From an optimization exercise on the open Yosys and OpenROAD flow, aimed at a short achievable clock period and few clock cycles; shortcuts taken in it are not production practice. RTL that was checked went through simulation tests only; none was proved equivalent to the original. For run 2, only the layout was checked, not whether the RTL still works. No activity file was given, so power comes from the tool's default toggle rates.

==> flow/design.v <==
module riscv_top #(
  parameter PC_INIT = 32'h8000_0000
) (
  input wire clk,
  input wire rst_n,
  output wire [31:0] imem_addr,
  input wire [31:0] imem_rdata,
  output wire [31:0] dmem_addr,
  input wire [31:0] dmem_rdata,
  output wire dmem_we,
  output wire [31:0] dmem_wdata,
  output wire [31:0] reg4
);
  logic [31:0] pc_f;
  logic        d_valid;
  logic [31:0] d_ir;
  logic [31:0] d_pc;
  logic        e_valid;
  logic [31:0] e_pc;
  logic [31:0] e_a, e_b;         
  logic        e_fwd_a, e_fwd_b;  
  logic [31:0] e_sd;             
  logic        e_fwd_sd;
  logic [2:0]  e_f3;
  logic        e_sub, e_sra;
  logic        e_we;
  logic [4:0]  e_rd;
  logic        e_early;           
  logic [31:0] e_early_val;
  logic        e_alu, e_load, e_store, e_br, e_csr, e_ecall, e_csr_imm;
  logic [4:0]  e_csr_sel;         
  logic [4:0]  e_zimm;
  logic        e_pred;            
  logic [31:0] e_alt;             
  logic        e_alt_ok;          
  logic [31:0] e_addr;            
  logic        w_valid;
  logic        w_we;
  logic [4:0]  w_rd;
  logic [31:0] w_result;
  logic [31:0] dm_addr_q, dm_wdata_q;
  logic        dm_we_q;
  logic [31:0] regs [1:31];
  logic [31:0] mstatus, mtvec, mscratch, mepc, mcause;
  assign imem_addr = pc_f;
  assign dmem_addr = dm_addr_q;
  assign dmem_we = dm_we_q;
  assign dmem_wdata = dm_wdata_q;
  assign reg4 = regs[4];
  wire [6:0] d_op = d_ir[6:0];
  wire [2:0] d_f3 = d_ir[14:12];
  wire [4:0] d_rs1 = d_ir[19:15];
  wire [4:0] d_rs2 = d_ir[24:20];
  wire [4:0] d_rd = d_ir[11:7];
  wire d_lui   = d_op == 7'b0110111;
  wire d_auipc = d_op == 7'b0010111;
  wire d_jal   = d_op == 7'b1101111;
  wire d_jalr  = d_op == 7'b1100111;
  wire d_br    = d_op == 7'b1100011;
  wire d_load  = d_op == 7'b0000011;
  wire d_store = d_op == 7'b0100011;
  wire d_opimm = d_op == 7'b0010011;
  wire d_opr   = d_op == 7'b0110011;
  wire d_sys   = d_op == 7'b1110011;
  wire d_csr   = d_sys && d_f3 != 3'b000 && d_f3 != 3'b100;
  wire d_ecall = d_sys && d_f3 == 3'b000 && d_ir[31:20] == 12'h000;
  wire d_narrow = d_store && d_f3[1:0] != 2'b10;
  wire [31:0] imm_i = {{20{d_ir[31]}}, d_ir[31:20]};
  wire [31:0] imm_s = {{20{d_ir[31]}}, d_ir[31:25], d_ir[11:7]};
  wire [31:0] imm_b = {{19{d_ir[31]}}, d_ir[31], d_ir[7], d_ir[30:25], d_ir[11:8], 1'b0};
  wire [31:0] imm_j = {{11{d_ir[31]}}, d_ir[31], d_ir[19:12], d_ir[20], d_ir[30:21], 1'b0};
  wire [31:0] imm_u = {d_ir[31:12], 12'b0};
  wire w_hit1 = w_valid && w_we && w_rd == d_rs1;
  wire w_hit2 = w_valid && w_we && w_rd == d_rs2;
  wire [31:0] rf1 = d_rs1 == 5'd0 ? 32'd0 : regs[d_rs1];
  wire [31:0] rf2 = d_rs2 == 5'd0 ? 32'd0 : regs[d_rs2];
  wire [31:0] rv1 = w_hit1 ? w_result : rf1;
  wire [31:0] rv2 = w_hit2 ? w_result : rf2;
  wire e_hit1 = e_valid && e_we && e_rd == d_rs1;
  wire e_hit2 = e_valid && e_we && e_rd == d_rs2;
  wire [31:0] base = e_hit1 ? e_early_val : rv1;
  wire [31:0] agu = base + (d_store ? imm_s : imm_i);
  wire [31:0] d_pc4 = d_pc + 32'd4;
  wire [31:0] bj_target = d_pc + (d_jal ? imm_j : imm_b);
  wire [31:0] auipc_val = {d_pc[31:12] + d_ir[31:12], d_pc[11:0]};
  wire d_need_base = d_load || d_store || d_jalr;
  wire d_stall = d_valid && (
      (d_need_base && e_hit1 && !e_early) ||
      ((d_load || d_narrow) && e_valid && e_store) ||
      (d_ecall && e_valid && e_csr));
  wire d_pred = d_br && d_ir[31];
  wire d_redirect = d_valid && (d_jal || d_jalr || d_ecall || d_pred);
  wire [31:0] d_target = d_jalr ? agu : d_ecall ? mtvec : bj_target;
  wire d_we = d_rd != 5'd0 && (d_lui || d_auipc || d_jal || d_jalr || d_opimm ||
                               d_opr || d_load || d_csr);
  wire [31:0] a = e_fwd_a ? w_result : e_a;
  wire [31:0] b = e_fwd_b ? w_result : e_b;
  wire [31:0] sd = e_fwd_sd ? w_result : e_sd;
  wire [32:0] diff = {1'b0, a} - {1'b0, b};
  wire ltu = diff[32];
  wire lt = (a[31] ^ b[31]) ? a[31] : diff[32];
  wire eq = a == b;
  wire signed [31:0] a_s = a;
  wire signed [31:0] sra_s = a_s >>> b[4:0];
  wire [31:0] sra_out = sra_s;
  logic [31:0] alu_out;
  always_comb begin
    case (e_f3)
      3'b000: alu_out = e_sub ? diff[31:0] : a + b;
      3'b001: alu_out = a << b[4:0];
      3'b010: alu_out = {31'd0, lt};
      3'b011: alu_out = {31'd0, ltu};
      3'b100: alu_out = a ^ b;
      3'b101: alu_out = e_sra ? sra_out : a >> b[4:0];
      3'b110: alu_out = a | b;
      default: alu_out = a & b;
    endcase
  end
  logic br_taken;
  always_comb begin
    case (e_f3)
      3'b000: br_taken = eq;
      3'b001: br_taken = !eq;
      3'b100: br_taken = lt;
      3'b101: br_taken = !lt;
      3'b110: br_taken = ltu;
      3'b111: br_taken = !ltu;
      default: br_taken = 1'b0;
    endcase
  end
  wire e_redirect = e_valid && e_br && (br_taken != e_pred);
  wire [31:0] csr_old = ({32{e_csr_sel[0]}} & mstatus) | ({32{e_csr_sel[1]}} & mtvec) |
                        ({32{e_csr_sel[2]}} & mscratch) | ({32{e_csr_sel[3]}} & mepc) |
                        ({32{e_csr_sel[4]}} & mcause);
  wire [31:0] csr_v = e_csr_imm ? {27'd0, e_zimm} : a;
  logic [31:0] csr_new;
  always_comb begin
    case (e_f3[1:0])
      2'b01: csr_new = csr_v;
      2'b10: csr_new = csr_old | csr_v;
      default: csr_new = csr_old & ~csr_v;
    endcase
  end
  wire csr_wr = e_valid && e_csr;
  logic [31:0] load_val;
  always_comb begin
    case (e_f3)
      3'b000: load_val = {{24{dmem_rdata[7]}}, dmem_rdata[7:0]};
      3'b001: load_val = {{16{dmem_rdata[15]}}, dmem_rdata[15:0]};
      3'b100: load_val = {24'd0, dmem_rdata[7:0]};
      3'b101: load_val = {16'd0, dmem_rdata[15:0]};
      default: load_val = dmem_rdata;
    endcase
  end
  wire [31:0] e_result = e_load ? load_val :
                         e_early ? e_early_val :
                         e_csr ? csr_old : alu_out;
  logic [31:0] st_val;
  always_comb begin
    case (e_f3[1:0])
      2'b00: st_val = {dmem_rdata[31:8], sd[7:0]};
      2'b01: st_val = {dmem_rdata[31:16], sd[15:0]};
      default: st_val = sd;
    endcase
  end
  wire d_adv = d_valid && !d_stall;
  always_ff @(posedge clk or negedge rst_n) begin
    if (!rst_n) begin
      pc_f <= PC_INIT;
      d_valid <= 1'b0;
      e_valid <= 1'b0;
      w_valid <= 1'b0;
      dm_we_q <= 1'b0;
    end else begin
      if (e_redirect) begin
        if (e_alt_ok) begin
          pc_f <= e_alt + 32'd4;
          d_valid <= 1'b1;
        end else begin
          pc_f <= e_alt;
          d_valid <= 1'b0;
        end
      end else if (d_stall) begin
      end else if (d_redirect) begin
        pc_f <= d_target;
        d_valid <= 1'b0;
      end else begin
        pc_f <= pc_f + 32'd4;
        d_valid <= 1'b1;
      end
      e_valid <= d_adv && !e_redirect;
      w_valid <= e_valid;
      dm_we_q <= e_valid && e_store;
    end
  end
  always_ff @(posedge clk) begin
    if (e_redirect) begin
      d_ir <= dmem_rdata;
      d_pc <= e_alt;
    end else if (!d_stall) begin
      d_ir <= imem_rdata;
      d_pc <= pc_f;
    end
  end
  always_ff @(posedge clk) begin
    e_pc <= d_pc;
    e_a <= rv1;
    e_fwd_a <= e_hit1 && d_rs1 != 5'd0;
    e_b <= (d_opimm) ? imm_i : rv2;
    e_fwd_b <= !d_opimm && e_hit2 && d_rs2 != 5'd0;
    e_sd <= rv2;
    e_fwd_sd <= e_hit2 && d_rs2 != 5'd0;
    e_f3 <= d_f3;
    e_sub <= d_opr && d_ir[30];
    e_sra <= d_ir[30];
    e_we <= d_we;
    e_rd <= d_rd;
    e_early <= d_lui || d_auipc || d_jal || d_jalr;
    e_early_val <= d_lui ? imm_u : d_auipc ? auipc_val : d_pc4;
    e_alu <= d_opimm || d_opr;
    e_load <= d_load;
    e_store <= d_store;
    e_br <= d_br;
    e_csr <= d_csr;
    e_ecall <= d_ecall;
    e_csr_imm <= d_f3[2];
    e_csr_sel <= {d_ir[31:20] == 12'h342, d_ir[31:20] == 12'h341, d_ir[31:20] == 12'h340,
                  d_ir[31:20] == 12'h305, d_ir[31:20] == 12'h300};
    e_zimm <= d_rs1;
    e_pred <= d_pred;
    e_alt <= d_pred ? d_pc4 : bj_target;
    e_alt_ok <= !(e_valid && e_store);
    e_addr <= agu;
  end
  always_ff @(posedge clk) begin
    if (e_valid && e_store)
      dm_addr_q <= e_addr;
    else if (d_valid && (d_load || d_narrow))
      dm_addr_q <= agu;
    else if (d_valid && d_br)
      dm_addr_q <= d_pred ? d_pc4 : bj_target;
    dm_wdata_q <= st_val;
  end
  always_ff @(posedge clk) begin
    w_we <= e_we;
    w_rd <= e_rd;
    w_result <= e_result;
  end
  always_ff @(posedge clk) begin
    if (w_valid && w_we)
      regs[w_rd] <= w_result;
  end
  always_ff @(posedge clk or negedge rst_n) begin
    if (!rst_n) begin
      mstatus <= 32'h0;
      mtvec <= 32'h0;
      mscratch <= 32'h0;
      mepc <= 32'h0;
      mcause <= 32'h0;
    end else if (e_valid) begin
      if (e_ecall) begin
        mepc <= e_pc;
        mcause <= 32'd11;
      end
      if (e_csr) begin
        if (e_csr_sel[0]) mstatus <= csr_new;
        if (e_csr_sel[1]) mtvec <= csr_new;
        if (e_csr_sel[2]) mscratch <= csr_new;
        if (e_csr_sel[3]) mepc <= csr_new;
        if (e_csr_sel[4]) mcause <= csr_new;
      end
    end
  end
endmodule
==> flow/run.sh <==
#!/bin/bash
# synth_recipe.tcl (not shown) runs the flow's synth.tcl, then flattens the netlist and writes it again
# the make line also repeats each setting of config.mk as NAME=value (left out here)
make -C /OpenROAD-flow-scripts/flow DESIGN_CONFIG=/design/flow/config.mk WORK_HOME=/design/flow/orfs CLKGATE_MAP_FILE= SYNTH_SCRIPT=/design/flow/synth_recipe.tcl finish
==> flow/config.mk <==
export PLATFORM = sky130hd
export DESIGN_NAME = riscv_top
export DESIGN_NICKNAME = riscv_top
export VERILOG_FILES = /design/flow/design.v
export SDC_FILE = /design/flow/constraint.sdc
export NUM_CORES = 4
export LEC_CHECK = 0
export CAP_MARGIN = 20
export CELL_PAD_IN_SITES_DETAIL_PLACEMENT = 2
export CELL_PAD_IN_SITES_GLOBAL_PLACEMENT = 2
export CORE_MARGIN = 2
export CORE_UTILIZATION = 25
export SLEW_MARGIN = 20
==> flow/constraint.sdc <==
create_clock -name core_clock -period 16.0 [get_ports {clk}]
set_input_delay 3.2000 -clock core_clock [delete_from_list [all_inputs] [get_ports {clk}]]
set_output_delay 3.2000 -clock core_clock [all_outputs]
set_load 0.01 [all_outputs]
==> results of run 1 <==
-- cell families after synthesis --
logic type | synth area share [%]
AOI/OAI and AO/OA | 11.6
xor gates and xnor gates | 1.76
buffers and inverters | 2.87
muxes | 21.4
adders and majority gates | 2.82
and+or+nand+nor | 7.64
DFF | 51.9
-- per-layer routing --
layer	share of wire (%)	GRT usage [%]	vias to the layer above
met5	0.010	0	-
met4	5.0	10.7	8
met3	6.4	3.75	626
met2	47	36.9	2548
met1	42	30.4	34800
li1	-	-	26500
-- worst paths after layout --
check / end / cells after the start / from
max: d_ir[19]$_DFFE_PP_ / 20 / e_fwd_b$_DFF_P_
min: w_we$_DFF_P_ / 0 / e_we$_DFF_P_
max reg2reg: d_ir[19]$_DFFE_PP_ / 20 / e_fwd_b$_DFF_P_
min reg2reg: w_we$_DFF_P_ / 0 / e_we$_DFF_P_
max in group asynchronous: dm_we_q$_DFF_PN0_ / 3 / rst_n
min in group asynchronous: mstatus[14]$_DFFE_PN0P_ / 1 / rst_n
-- cell type report --
type	instances	area, sq um
antenna	56	140
timing repair buffer	418	3710
sequential	1619	44300
multi-input combinational	4539	39100
inverter	135	507
clock inverter	91	1250
clock buffer	253	5410
tap	4536	5680
fill	35700	240000
-- metrics by stage --
step / cells / setup slack, ps / hold WS, ps
final: 11600 / 7820 / 378
after global routing: 11600 / 7640 / 387
after CTS: 11600 / 7920 / 382
after detailed placement: 11200 / 7950 / 375
after global placement: 11200 / 7980 / 374
after floorplan: 6779 / 9000 / 331
-- power groups by stage --
stage | Combinational, mW | Sequential, mW | Clock (mW)
final | 3.61 | 5.52 | 4.72
after global routing | 3.82 | 5.54 | 4.95
after CTS | 3.56 | 5.51 | 4.80
after detailed placement | 3.54 | 5.59 | 0
after global placement | 3.46 | 5.59 | 0
after floorplan | 1.93 | 5.38 | 0
-- worst max-delay path, stage by stage, from the launching register on --
cell and delay [ps]:
dfxtp_2 320, buf_4 540, mux2i_4 360, clkinv_1 130, buf_4 320, ha_1 330, fa_1 460, nor3_1 270
a211o_1 220, a211oi_2 140, or4b_4 580, nand4_2 190, a311oi_2 170, a221oi_2 310, mux2i_1 110, a31oi_1 440
mux2i_4 670, buf_4 370, buf_4 540, buf_4 840, mux2_1 390
-- placed cells by master, fill, tap and decap left out, drive strengths merged, types with 90 or more instances in the layout --
cell,Yosys,routed
mux2i,397,397
dfxtp,335,335
inv,130,140
mux4,562,562
nand3,97,97
buf,130,225
xnor2,90,90
mux2,144,144
a211oi,120,120
a21oi,412,412
o21ai,478,478
nand2,611,611
nor2,484,484
ha,184,184
clkbuf,356,253
dfrtp,195,195
edfxtp,1088,1088
clkdlybuf4s50,0,193
==> flow_summary.json, run 1 <==
{
  "status": "finished clean",
  "tritoncts": "built",
  "finClkSkew_ps": 108,
  "worst_ep_arrival_time_ps": 8760,
  "route.detailed.drc": 0,
  "avgSynthCellArea_sq_um": 12.6,
  "hold_buffers": 0,
  "relSlewSlack_pct": 2.97,
  "cts_buffer_depth": 4,
  "final_util_pct": 29.5,
  "synth.area.top_cells": "edfxtp_1, mux4_2, dfxtp_1",
  "dieArea_sq_um": 346000,
  "p_clk_share_pct": 34.1,
  "tightest_slew_ps": 1440,
  "die_y_um": 588,
  "critPathKind": "reg2reg",
  "ys_seq_elements": 1619,
  "initial_utilization_pct": 25.1,
  "min_period_ps": 8180,
  "p_switching_mw": 4.83,
  "cap_violations": 0,
  "cts_sinks": 1619,
  "h-tree-depth": 4,
  "drt_first_pass_iters": 6,
  "antenna_found_initial": 50,
  "largest_register": "regs",
  "hold_viol": 0,
  "hp-class": "reg2reg",
  "row_count": 214,
  "crit_fanout": 54,
  "ir_drop_v": 0.0000878,
  "drive_gt1_share_pct": 17.8,
  "power.total_mw": 13.8,
  "cts_made_buffers": 190,
  "p_sw_share_pct": 34.9,
  "yosysSeqAreaShare_pct": 51.9,
  "hpwl_um": 281000,
  "required_ps": 16580,
  "synth-edff-count": 1088,
  "fp.dieW_um": 588,
  "clk_pin_slew_ps": 60,
  "period_share_pct": 51.1,
  "comb_power_share_pct": 26.0,
  "synth_flop_cell": "edfxtp_1",
  "grt.total_usage_pct": 23.0,
  "synth_top_area_share_pct": 38.3,
  "fmax_mhz": 122,
  "vias_per_cell": 5.54,
  "synthCells": 6779,
  "drtIter0Drc": 6938,
  "critPathCaptureType": "flip-flop",
  "ios": 195,
  "leakage_nw": 34.9,
  "first_global_vias": 67500,
  "setup_viol": 0,
  "start_kind": "flip-flop",
  "final.setup.tns_ps": 0,
  "p_int_mw": 9.01,
  "wl_per_cell_um": 35.1,
  "vias": 64500,
  "syn_nets": 7034,
  "wl_um": 408000,
  "core_sq_um": 340000,
  "yosysMostFrequentCell": "edfxtp_1",
  "async_flop_share_pct": 12.1,
  "yosys_warnings": 1,
  "insertion_delay_ps": 920,
  "largest_register_ff_count": 992,
  "dpl-instance-area_sq_um": 93200,
  "area_growth_pct": 17.3,
  "ys_types": 87,
  "nets": 7158,
  "cts.repair.resized": 0,
  "gp_congestion": 0.971,
  "io_buffers": 194,
  "rsz0062_at_grt": "no",
  "rrSetupSlack_ps": 7820,
  "post_cts_buffers": 0,
  "grt_max_degree": 137,
  "drtAntennaViolNets": 0,
  "slew_violations": 0,
  "postLayoutCellArea_sq_um": 100000,
  "clock-root-buffer": "clkbuf_16",
  "synth_top_cell_by_area": "edfxtp_1",
  "sequentialPowerShare_pct": 39.9,
  "synth_commonest_cells": "edfxtp_1, nand2_1, mux4_2",
  "grt.overflow.total": 0,
  "p_per_area_nw_per_um2": 138,
  "netlist_area_sq_um": 85300,
  "grt_pass1_wl_um": 565000
}
Testbench counts, summed over its fixed seeds: cycles 95,510.
==> run 2, diff against run 1 <==
--- a/flow/design.v
+++ b/flow/design.v
@@ -100,9 +100,7 @@
   wire ltu = diff[32];
   wire lt = (a[31] ^ b[31]) ? a[31] : diff[32];
   wire eq = a == b;
-  wire signed [31:0] a_s = a;
-  wire signed [31:0] sra_s = a_s >>> b[4:0];
-  wire [31:0] sra_out = sra_s;
+  wire [31:0] sra_out = $signed(a) >>> b[4:0];
   logic [31:0] alu_out;
   always_comb begin
     case (e_f3)
==> run 2 against run 1 <==
Effect of this change:
- routed wire length stayed put
- design area stayed put
- setup slack stayed put
- die area stayed put
- sequential power hardly changed
- clock power hardly changed
- synthesized cell count stayed put
- fmax stayed put
- utilization stayed put
- via count stayed put
- non-clock buffer count stayed put
- sequential share of layout area stayed put
==> flow_summary.json, run 2 <==
{
  "hp-class": "reg2reg",
  "ir_drop_v": 0.0000878,
  "hold_viol": 0,
  "slew_violations": 0,
  "status": "finished clean",
  "largest_register": "regs",
  "avgSynthCellArea_sq_um": 12.6,
  "grt.total_usage_pct": 23.0,
  "met2WireLength_um": 190000,
  "synth_flop_cell": "edfxtp_1",
  "leakage_nw": 34.9,
  "clk_pin_slew_ps": 60,
  "layout_common_cells": "edfxtp_1, nand2_1, mux4_2",
  "cts_sinks": 1619,
  "route.detailed.drc": 0,
  "fp.dieW_um": 588,
  "finClkSkew_ps": 108,
  "final.setup.tns_ps": 0,
  "fin_ws_ps": 7820,
  "antenna_found_initial": 50,
  "die_y_um": 588,
  "setup_viol": 0,
  "yosysMostFrequentCell": "edfxtp_1",
  "timing.rr.start": "e_fwd_b$_DFF_P_",
  "fin_hold_ws_ps": 378,
  "top_layer_used": "met5",
  "ff2ff_path_depth": 20,
  "synth_top_cell_by_area": "edfxtp_1",
  "ys_types": 87,
  "first_global_vias": 67500,
  "period_share_pct": 51.1,
  "cts_made_buffers": 190,
  "tightest_slew_ps": 1440,
  "worst_ep_arrival_time_ps": 8760,
  "hold_buffers": 0,
  "startpoint": "e_fwd_b$_DFF_P_",
  "synthCells": 6779,
  "synth_commonest_cells": "edfxtp_1, nand2_1, mux4_2",
  "rsz0062_at_grt": "no",
  "crit_fanout": 54,
  "io_buffers": 194,
  "min_period_ps": 8180,
  "grt_max_degree": 137,
  "reg2reg_to": "d_ir[19]$_DFFE_PP_",
  "dp_slack_ps": 7950,
  "gp_congestion": 0.971,
  "initial_utilization_pct": 25.1,
  "clock-root-buffer": "clkbuf_16",
  "synth_top_area_share_pct": 38.3,
  "crit_end": "d_ir[19]$_DFFE_PP_",
  "relSlewSlack_pct": 2.97,
  "drt_first_pass_iters": 6,
  "netlist_area_sq_um": 85300,
  "rrSetupSlack_ps": 7820,
  "grt_pass1_wl_um": 565000,
  "nFillCells": 35700,
  "wl_per_cell_um": 35.1,
  "yosys_warnings": 1,
  "drtAntennaViolNets": 0,
  "nets": 7158,
  "ios": 195,
  "required_ps": 16580,
  "drtIter0Drc": 6938,
  "power.total_mw": 13.8,
  "dr_wl_met3_um": 26200,
  "yosysSeqAreaShare_pct": 51.9,
  "tritoncts": "built",
  "drive_gt1_share_pct": 17.8,
  "row_count": 214,
  "vias": 64500,
  "insertion_delay_ps": 920,
  "dieArea_sq_um": 346000,
  "critPathKind": "reg2reg",
  "ys_seq_elements": 1619,
  "p_per_area_nw_per_um2": 138,
  "start_kind": "flip-flop",
  "grt.overflow.total": 0,
  "cts_buffer_depth": 4,
  "met1Wirelength_um": 171000,
  "largest_register_ff_count": 992,
  "async_flop_share_pct": 12.1,
  "synth-edff-count": 1088,
  "post_cts_buffers": 0,
  "h-tree-depth": 4,
  "fmax_mhz": 122,
  "area_growth_pct": 17.3,
  "synth.area.top_cells": "edfxtp_1, mux4_2, dfxtp_1",
  "final_common_cell": "edfxtp_1",
  "vias_per_cell": 5.54,
  "wl_um": 408000,
  "cap_violations": 0,
  "critPathCaptureType": "flip-flop",
  "core_sq_um": 340000,
  "syn_nets": 7034,
  "cts.repair.resized": 0,
  "hpwl_um": 281000
}
[run 2: cell counts after synthesis]
Identical to the previous run, type by type.
[run 2: layer usage]
layer  vias up  track usage, %
met5         -               0
li1      26500               -
met3       626            3.75
met2      2548            36.9
met1     34800            30.4
met4         8            10.7
[run 2: worst min-delay path by stage]
| stage | from | to | slack, ps | cells past startpoint |
|---|---|---|---|---|
| after detailed placement | e_we$_DFF_P_ | w_we$_DFF_P_ | 380 | 0 |
| after global routing | e_we$_DFF_P_ | w_we$_DFF_P_ | 390 | 0 |
| after floorplan | e_we$_DFF_P_ | w_we$_DFF_P_ | 330 | 0 |
| after CTS | e_we$_DFF_P_ | w_we$_DFF_P_ | 380 | 0 |
| final | e_we$_DFF_P_ | w_we$_DFF_P_ | 380 | 0 |
| after global placement | e_we$_DFF_P_ | w_we$_DFF_P_ | 370 | 0 |
[run 2: stage by stage]
| stage | utilization [%] | std cells | cell area (sq um) |
|---|---|---|---|
| after global placement | 27.4 | 11200 | 93200 |
| after detailed placement | 27.4 | 11200 | 93200 |
| after CTS | 29.4 | 11600 | 99900 |
| after floorplan | - | 6779 | 85300 |
| after global routing | 29.4 | 11600 | 100000 |
| final | 29.5 | 11600 | 100000 |
[run 2: cell type report]
| cell class | count | area, sq um | area share, % |
|---|---|---|---|
| antenna | 56 | 140 | 0.140 |
| tap | 4536 | 5680 | 5.67 |
| inverter | 135 | 507 | 0.506 |
| multi-input combinational | 4539 | 39100 | 39.0 |
| clock buffer | 253 | 5410 | 5.40 |
| timing repair buffer | 418 | 3710 | 3.71 |
| clock inverter | 91 | 1250 | 1.25 |
| sequential | 1619 | 44300 | 44.3 |
[run 2: where the power goes]
group          switching (mW)  internal [mW]  leakage, nW
registers               0.524           5.00         15.4
logic                    2.39           1.22         16.3
clock network            1.92           2.80         3.24
[run 2: cells by family (layout without fill, tap and decap cells)]
group	Yosys count	count (layout)	synth area share (%)
buffers and inverters	621	897	2.87
muxes	1103	1103	21.4
AOI/OAI and AO/OA	1576	1576	11.6
other	0	56	0
xor gates and xnor gates	171	171	1.76
DFF	1619	1619	51.9
and+or+nand+nor	1500	1500	7.64
adders and majority gates	189	189	2.82
[run 2: worst max-delay path: stages (launching register included)]
cell	delay, ps
dfxtp_2	320
buf_4	540
mux2i_4	360
clkinv_1	130
buf_4	320
ha_1	330
fa_1	460
nor3_1	270
a211o_1	220
a211oi_2	140
or4b_4	580
nand4_2	190
a311oi_2	170
a221oi_2	310
mux2i_1	110
a31oi_1	440
mux2i_4	670
buf_4	370
buf_4	540
buf_4	840
mux2_1	390
==> run 3, diff against run 2 <==
--- a/flow/design.v
+++ b/flow/design.v
@@ -15,6 +15,7 @@
   logic        d_valid;
   logic [31:0] d_ir;
   logic [31:0] d_pc;
+  logic        d_fred;           
   logic        e_valid;
   logic [31:0] e_pc;
   logic [31:0] e_a, e_b;         
@@ -89,7 +90,7 @@
       ((d_load || d_narrow) && e_valid && e_store) ||
       (d_ecall && e_valid && e_csr));
   wire d_pred = d_br && d_ir[31];
-  wire d_redirect = d_valid && (d_jal || d_jalr || d_ecall || d_pred);
+  wire d_redirect = d_valid && !d_fred && (d_jal || d_jalr || d_ecall || d_pred);
   wire [31:0] d_target = d_jalr ? agu : d_ecall ? mtvec : bj_target;
   wire d_we = d_rd != 5'd0 && (d_lui || d_auipc || d_jal || d_jalr || d_opimm ||
                                d_opr || d_load || d_csr);
@@ -100,7 +101,9 @@
   wire ltu = diff[32];
   wire lt = (a[31] ^ b[31]) ? a[31] : diff[32];
   wire eq = a == b;
-  wire [31:0] sra_out = $signed(a) >>> b[4:0];
+  wire signed [31:0] a_s = a;
+  wire signed [31:0] sra_s = a_s >>> b[4:0];
+  wire [31:0] sra_out = sra_s;
   logic [31:0] alu_out;
   always_comb begin
     case (e_f3)
@@ -161,6 +164,21 @@
       default: st_val = sd;
     endcase
   end
+  wire [31:0] fi = imem_rdata;
+  wire [6:0] f_op = fi[6:0];
+  wire f_jal = f_op == 7'b1101111;
+  wire f_bwd = f_op == 7'b1100011 && fi[31];
+  wire f_jalr = f_op == 7'b1100111 && d_valid && d_auipc && d_rd != 5'd0 &&
+                d_rd == fi[19:15];
+  wire f_ecall = f_op == 7'b1110011 && fi[14:12] == 3'b000 && fi[31:20] == 12'h000 &&
+                 !(d_valid && d_csr) && !(e_valid && e_csr);
+  wire f_redirect = f_jal || f_bwd || f_jalr || f_ecall;
+  wire [31:0] f_imm = f_jal ? {{11{fi[31]}}, fi[31], fi[19:12], fi[20], fi[30:21], 1'b0} :
+                      f_jalr ? {{20{fi[31]}}, fi[31:20]} :
+                      {{19{fi[31]}}, fi[31], fi[7], fi[30:25], fi[11:8], 1'b0};
+  wire [31:0] f_base = f_jalr ? auipc_val : pc_f;
+  wire [31:0] f_sum = f_base + f_imm;
+  wire [31:0] f_target = f_ecall ? mtvec : f_sum;
   wire d_adv = d_valid && !d_stall;
   always_ff @(posedge clk or negedge rst_n) begin
     if (!rst_n) begin
@@ -182,6 +200,9 @@
       end else if (d_redirect) begin
         pc_f <= d_target;
         d_valid <= 1'b0;
+      end else if (f_redirect) begin
+        pc_f <= f_target;
+        d_valid <= 1'b1;
       end else begin
         pc_f <= pc_f + 32'd4;
         d_valid <= 1'b1;
@@ -195,9 +216,11 @@
     if (e_redirect) begin
       d_ir <= dmem_rdata;
       d_pc <= e_alt;
+      d_fred <= 1'b0;
     end else if (!d_stall) begin
       d_ir <= imem_rdata;
       d_pc <= pc_f;
+      d_fred <= f_redirect;
     end
   end
   always_ff @(posedge clk) begin
==> flow/flow/run.sh (new file) <==
#!/bin/bash
# Standard layout (the standard flow's own synthesis and ORFS steps), with timing repair
# aimed below the clock period: repair_timing treats paths with less than
# SETUP_SLACK_MARGIN of slack as violating. The SDC is the standard flow's, unchanged.
set -uo pipefail
bash standard.sh SETUP_SLACK_MARGIN=11.5 finish > standard_flow.log 2>&1
status=$?
cp -r orfs/logs . 2>/dev/null || true
exit $status
==> flow/standard.sh (new file) <==
#!/bin/bash
# synth_recipe.tcl (not shown) runs the flow's synth.tcl, then flattens the netlist and writes it again
# the make line also repeats each setting of config.mk as NAME=value (left out here)
make -C /OpenROAD-flow-scripts/flow DESIGN_CONFIG=/design/flow/config.mk WORK_HOME=/design/flow/orfs CLKGATE_MAP_FILE= SYNTH_SCRIPT=/design/flow/synth_recipe.tcl "${@:-finish}"
==> flow/config.mk (replaced) <==
export PLATFORM = sky130hd
export DESIGN_NAME = riscv_top
export DESIGN_NICKNAME = riscv_top
export VERILOG_FILES = /design/flow/design.v
export SDC_FILE = /design/flow/constraint.sdc
export NUM_CORES = 4
export LEC_CHECK = 0
export ABC_CLOCK_PERIOD_IN_PS = 4500
export CAP_MARGIN = 20
export CELL_PAD_IN_SITES_DETAIL_PLACEMENT = 1
export CELL_PAD_IN_SITES_GLOBAL_PLACEMENT = 1
export CORE_MARGIN = 2
export CORE_UTILIZATION = 40
export SLEW_MARGIN = 20
removed: flow/run.sh
==> run 3 against run 2 <==
Effect of this change:
- via count increased by 9.9%
- cell count decreased by 6.8%
- worst hold slack improved by 33 ps
- non-clock buffer count increased by 469
- sequential power about the same
- combinational power increased by about 50%
- setup slack improved by 1500 ps
- area after synthesis increased by 2.9%
- highest routed layer unchanged
==> flow_summary.json, run 3 <==
{
  "grt.total_usage_pct": 36.4,
  "synth_commonest_cells": "edfxtp_1, nand2_1, nor2_1",
  "drt_first_pass_iters": 6,
  "hold_buffers": 0,
  "slew_violations": 0,
  "wl_per_cell_um": 38.6,
  "gp_congestion": 0.963,
  "row_count": 172,
  "die_y_um": 473,
  "cap_violations": 0,
  "async_flop_share_pct": 12.1,
  "crit_fanout": 7,
  "yosysMostFrequentCell": "edfxtp_1",
  "syn_nets": 7543,
  "ir_drop_v": 0.000152,
  "start_kind": "input port",
  "worst_ep_arrival_time_ps": 7410,
  "area_growth_pct": 25.8,
  "p_per_area_nw_per_um2": 140,
  "fp.dieW_um": 473,
  "netlist_area_sq_um": 87800,
  "cts_made_buffers": 180,
  "cts_sinks": 1620,
  "drtAntennaViolNets": 0,
  "largest_register_ff_count": 992,
  "hp-start": "e_rd[2]$_DFF_P_",
  "layout_common_cells": "edfxtp_1, nand2_1, mux4_2",
  "fmax_mhz": 149,
  "synth_top_area_share_pct": 37.2,
  "synth_flop_cell": "edfxtp_1",
  "synth-edff-count": 1088,
  "yosysSeqAreaShare_pct": 50.4,
  "startpoint": "imem_rdata[6]",
  "cts_buffer_depth": 3,
  "timing.rr.start": "d_pc[12]$_DFFE_PN_",
  "vias_per_cell": 6.53,
  "tightest_slew_ps": 1200,
  "io_buffers": 194,
  "h-tree-depth": 4,
  "rsz0062_at_grt": "yes",
  "route.detailed.drc": 0,
  "critPathCaptureType": "flip-flop",
  "largest_register": "regs",
  "leakage_nw": 40.5,
  "ios": 195,
  "tritoncts": "built",
  "critPathKind": "in2reg",
  "finClkSkew_ps": 76.6,
  "hpwl_um": 270000,
  "insertion_delay_ps": 890,
  "vias": 70900,
  "relSlewSlack_pct": 20.0,
  "clk_pin_slew_ps": 60,
  "final.setup.tns_ps": 0,
  "grt_pass1_wl_um": 571000,
  "drtIter0Drc": 8688,
  "setup_viol": 0,
  "min_period_ps": 6690,
  "ys_seq_elements": 1620,
  "yosys_warnings": 1,
  "nets": 8113,
  "synth_top_cell_by_area": "edfxtp_1",
  "final_common_cell": "edfxtp_1",
  "required_ps": 16720,
  "antenna_found_initial": 33,
  "dieArea_sq_um": 223000,
  "period_share_pct": 41.8,
  "hp-class": "reg2reg",
  "initial_utilization_pct": 40.1,
  "wl_um": 419000,
  "clock-root-buffer": "clkbuf_16",
  "avgSynthCellArea_sq_um": 12.1,
  "core_sq_um": 219000,
  "synthCells": 7253,
  "ys_types": 89,
  "hold_viol": 0,
  "synth.area.top_cells": "edfxtp_1, mux4_2, dfxtp_1",
  "final_util_pct": 50.4,
  "drive_gt1_share_pct": 31.0,
  "status": "finished clean",
  "first_global_vias": 70200,
  "fin_hold_ws_ps": 411,
  "grt.overflow.total": 0,
  "grt_max_degree": 149
}
[run 3: cell count changes after synthesis, sizes merged, moves of 15 or more]
cell | before | now
a211oi | 120 | 152
a21o | 69 | 104
a21oi | 412 | 455
a221oi | 24 | 41
a31oi | 34 | 65
and3 | 30 | 50
clkbuf | 356 | 382
ha | 184 | 218
inv | 130 | 145
mux2 | 144 | 123
mux2i | 397 | 354
nand2 | 611 | 748
nor2 | 484 | 568
xnor2 | 90 | 145
[run 3: worst max-delay path: stages]
cell,delay (ps)
buf_2,330
nand4_1,300
nor2_2,250
nor4bb_4,310
buf_12,190
nor2_4,60
mux2_2,310
ha_4,290
a21o_1,150
a41oi_2,150
nand3_2,130
a31oi_4,110
a211o_1,350
a211oi_2,360
o21ai_2,130
a21oi_2,160
mux2i_1,250
o21ai_1,120
a31o_1,230
[run 3: metal layers]
layer	up-vias	part of all wire [%]	routed length [um]	track usage, %
li1	29100	-	-	-
met1	37200	40	167000	48.9
met2	3694	45	188000	55.8
met3	874	8.7	36600	7.24
met4	10	6.6	27800	19.2
met5	-	0.015	62	0
[run 3: final timing paths]
| check | endpoint | slack (ps) | depth (start not counted) |
|---|---|---|---|
| worst max-delay path | pc_f[30]$_DFFE_PN0N_ | 9310 | 19 |
| min in group asynchronous | mstatus[10]$_DFFE_PN0P_ | 2360 | 1 |
| max in group asynchronous | pc_f[25]$_DFFE_PN0N_ | 12120 | 2 |
| worst min register to register | w_rd[2]$_DFF_P_ | 410 | 0 |
| worst max register to register | pc_f[29]$_DFFE_PN0N_ | 9550 | 23 |
| worst min-delay path | w_rd[2]$_DFF_P_ | 410 | 0 |
[run 3: metrics by stage]
| stage | instance area [sq um] | instances | total power [mW] | worst slack, ps |
|---|---|---|---|---|
| 2_1_floorplan | 88600 | 7253 | 7.81 | 9170 |
| 3_3_place_gp | 93900 | 10100 | 9.83 | 7590 |
| 3_5_place_dp | 93900 | 10100 | 9.86 | 7490 |
| 4_1_cts | 107000 | 10700 | 15.0 | 9500 |
| 5_1_grt | 110000 | 10800 | 15.9 | 9200 |
| 6_report | 110000 | 10900 | 15.4 | 9310 |
[run 3: timing repair]
action                      CTS  global route
setup buffers               272           126
gates cloned                 51            12
setup endpoints to repair   448           389
gates resized for setup    1431           396
pin swaps                   161           192
hold endpoints to repair      0             0
[run 3: logic make-up after synthesis]
family          Yosys count  share of synthesized area (%)
simple gates           1751                           8.62
compound gates         1731                           12.5
flops                  1620                           50.4
mux                    1039                           20.0
buf+inv                 655                           2.90
xor+xnor                233                           2.33
fa+ha+maj               224                           3.24
[run 3: cell type report]
type	instances	area (sq um)
fill	21900	109000
multi-input combinational	4983	45600
sequential	1620	44400
timing repair buffer	887	9890
clock buffer	222	4780
tap	2871	3590
clock inverter	113	1590
inverter	151	593
antenna	13	32.5
[run 3: report_power, final]
part           leakage (nW)  total [mW]  internal (mW)  switching (mW)
combinational          22.1        5.41           2.05            3.37
sequential             15.4        5.53           5.01           0.518
clock                  3.05        4.50           2.60            1.90
Testbench counts of run 3, summed over its fixed seeds: cycles 87,197.

## separate check: timing with driven ports
How much do the figures lean on ideal ports? The routed layouts below were timed once more, with nothing changed but the port constraints.
Step 1: set_driving_cell puts a clkbuf_16 on clk and a buf_2 on each other input, an assumption about the parent block.
Step 2, shift: input delay + t, output delay - t, t = (earliest + latest rising clock arrival at the registers) / 2. This alone moves slack from input paths to output paths.
a / b / c = ideal ports / drivers / drivers and shift; a / b = the first two.
run	shift t [ns]	setup slack, ns	slew at the worst register clock pin (ns)	pins driven straight from the clock port
run 1	0.978	7.818 / 7.818 / 7.818	0.09 / 0.09	1
run 2	0.978	7.818 / 7.818 / 7.818	0.09 / 0.09	1
run 3	0.948	9.311 / 9.385 / 8.437	0.07 / 0.07	1
After both steps every run listed still meets setup and hold. For run 3, which loses most, drivers alone change the setup slack by +0.074 ns; drivers and shift together by -0.874 ns.
